Background: an optimization exercise with open tools, aiming at small area, a short achievable clock period and few clock cycles. Do not read the settings as production practice. Only simulation tests tie the RTL to the original design; equivalence was not proved.

Design geofence, start of the top module:
module geofence (clk, reset, X, Y, valid, is_inside);
  input clk;
  input reset;
  input [9:0] X;
  input [9:0] Y;
  output reg valid;
  output reg is_inside;
  localparam S_IN = 2'd0, S_SCAN = 2'd1, S_PAIR = 2'd2, S_WAIT = 2'd3;
  reg [1:0] st;
  reg [3:0] cnt;
  reg [2:0] scfg;
  reg [2:0] mask;
  reg [1:0] tp;
  reg       opp, hf;
  reg [2:0] ph, rnd;
  reg       res_q, rpos_q;
  reg       dec, wrd, wrc;    
  reg       win, wout;        
  reg       vC, vD, vE;
  reg [4:0] mC, mD;
  reg [5:1] cmpm;
  reg [9:0] tx, ty;
  always @(posedge clk) if (st == S_IN && cnt == 4'd1) begin tx <= X; ty <= Y; end
  wire [10:0] dxp = {1'b0, X} - {1'b0, tx};
  wire [10:0] dxm = {1'b0, tx} - {1'b0, X};
  wire [10:0] dyp = {1'b0, Y} - {1'b0, ty};
  wire [10:0] dym = {1'b0, ty} - {1'b0, Y};
  wire        sxn = dxp[10];
  wire        syn = dyp[10];
  wire [9:0]  mxn = sxn ? dxm[9:0] : dxp[9:0];
  wire [9:0]  myn = syn ? dym[9:0] : dyp[9:0];
  reg [21:0] dr0, dr1, dr2, dr3, dr4, dr5;
  wire wr_d = wrd;
  always @(posedge clk) begin
    dr0 <= wr_d ? {sxn, mxn, syn, myn} : dr5;
    dr1 <= dr0; dr2 <= dr1; dr3 <= dr2; dr4 <= dr3; dr5 <= dr4;
  end
  wire       bsx = dr0[21];
  wire [9:0] bax = dr0[20:11];
  wire       bsy = dr0[10];
  wire [9:0] bay = dr0[9:0];
  wire nzx = |bax;
  wire nzy = |bay;
  wire q0 = ~bsx & nzx & ~bsy;
  wire q1 = (bsx | ~nzx) & ~bsy & nzy;
  wire q3 = ~bsx & bsy;
  wire [1:0] quad = {~q0 & ~q1, q1 | q3};
  wire odd = q1 | q3;
  wire lex = bay <= bax;
  wire eqx = bay == bax;
  wire half0 = odd ? (~lex | eqx) : lex;
  reg [9:0] ra, rb;         
  wire fb_a, fb_b;
  wire [9:0] n0 = fb_b ? rb : (fb_a ? ra : (lex ? bay : bax));
  wire [9:0] mxv = lex ? bax : bay;
  wire [11:0] x3 = {2'b00, bax} + {1'b0, bax, 1'b0};
  wire [11:0] y3 = {2'b00, bay} + {1'b0, bay, 1'b0};
  wire [11:0] mx3 = lex ? x3 : y3;
  reg [9:0] br, bd;
  reg [11:0] bd3;
  reg [1:0] bquad;
  reg       bh1;
  always @(posedge clk) begin
    br <= n0; bd <= mxv; bd3 <= mx3; bquad <= quad; bh1 <= ~half0;
  end
  function [11:0] r4step;
    input [9:0] r;
    input [9:0] d;
    input [11:0] d3;
    reg [12:0] t1, t2, t3;
    begin
      t1 = {1'b0, r, 2'b00} - {3'b000, d};
      t2 = {1'b0, r, 2'b00} - {2'b00, d, 1'b0};
  ...
clock: 5.5 ns
lec_check: 0
abc_area: 1
abc_clock_period_in_ps: 2600
cap_margin: 20
core_margin: 2
core_utilization: 55
setup_slack_margin: 2.9
slew_margin: 20
run.sh (not shown) runs the stock make flow with config.mk's settings and CLKGATE_MAP_FILE= SYNTH_SCRIPT=/design/flow/synth_recipe.tcl, a recipe that flattens the netlist after the stock synthesis.
Testbench counts at the start, summed over its fixed seeds: cycles 16,231.
Next try:
Settings changed: ABC_AREA 1 to 0, ABC_CLOCK_PERIOD_IN_PS 2600 to 2400, SETUP_SLACK_MARGIN 2.9 to 3.05.
Effect:
- via count went down by 6.7%
- worst setup slack is worse by 670 ps
- synthesized area went down by about 0.9%
Next try:
Settings changed: ABC_AREA 0 to 1, ABC_CLOCK_PERIOD_IN_PS 2400 to 2450, CORE_UTILIZATION 55 to 70.
First-iteration DRC count rose by well over a third.
Final area falls by a few percent.
Die area came out lower by about a fifth.
Utilization is higher by 15 points.
Flip-flop and latch count is unchanged.
Wire length came out higher by about a fifth.
Next try:
Settings changed: CORE_UTILIZATION 70 to 55, PLACE_DENSITY set to 0.8.
Outcome:
- synthesized cell count is unchanged
- core utilization went down by 18 points
- via count drops by 4.5%
- global-route usage came out lower by 7.8 points
- hold slack degrades by 9.3 ps
- final area came out higher by 1.2%
Next try:
Settings changed: CORE_UTILIZATION 55 to 62, PLACE_DENSITY 0.8 to not set.
Effect: Worst hold slack improves by 5.0 ps. Cell area is about the same. Worst setup slack degrades by 25 ps.

## port drivers added, routing unchanged
The flow's constraints put no driver on any port. The routed layouts listed below were extracted and timed again, unchanged, in two steps.
Step 1: set_driving_cell puts a clkbuf_16 on clk and a buf_2 on each other input, an assumption about the parent block.
Step 2 adds t to the input delays and takes it off the output delays; t is the mean of the earliest and latest rising clock arrival at the registers after step 1. Input paths then give back, and output paths get back, about the clock's delay inside the block.
a / b / c = ideal ports / drivers / drivers and shift; a / b = the first two.
| run | t (ns) | setup WS [ns] | hold slack, ns | worst register clock-pin slew, ns | worst data-port slew with drivers (ns) |
|---|---|---|---|---|---|
| the first run | 0.609 | 2.937 / 2.947 / 2.338 | 0.321 / 0.321 / 0.321 | 0.07 / 0.07 | 0.04 |
| the second run | 0.592 | 2.269 / 2.280 / 1.688 | 0.319 / 0.319 / 0.319 | 0.06 / 0.06 | 0.06 |
| the third run | 0.583 | 2.508 / 2.505 / 1.922 | 0.316 / 0.316 / 0.316 | 0.07 / 0.07 | 0.07 |
| the fourth run | 0.597 | 2.900 / 2.884 / 2.286 | 0.307 / 0.307 / 0.307 | 0.07 / 0.07 | 0.06 |
| the fifth run | 0.572 | 2.875 / 2.865 / 2.293 | 0.312 / 0.312 / 0.312 | 0.07 / 0.07 | 0.07 |
After both steps every run listed still meets setup and hold. The setup slack of the fourth run, which loses most, moves by -0.016 ns with the drivers and by -0.614 ns with both steps.
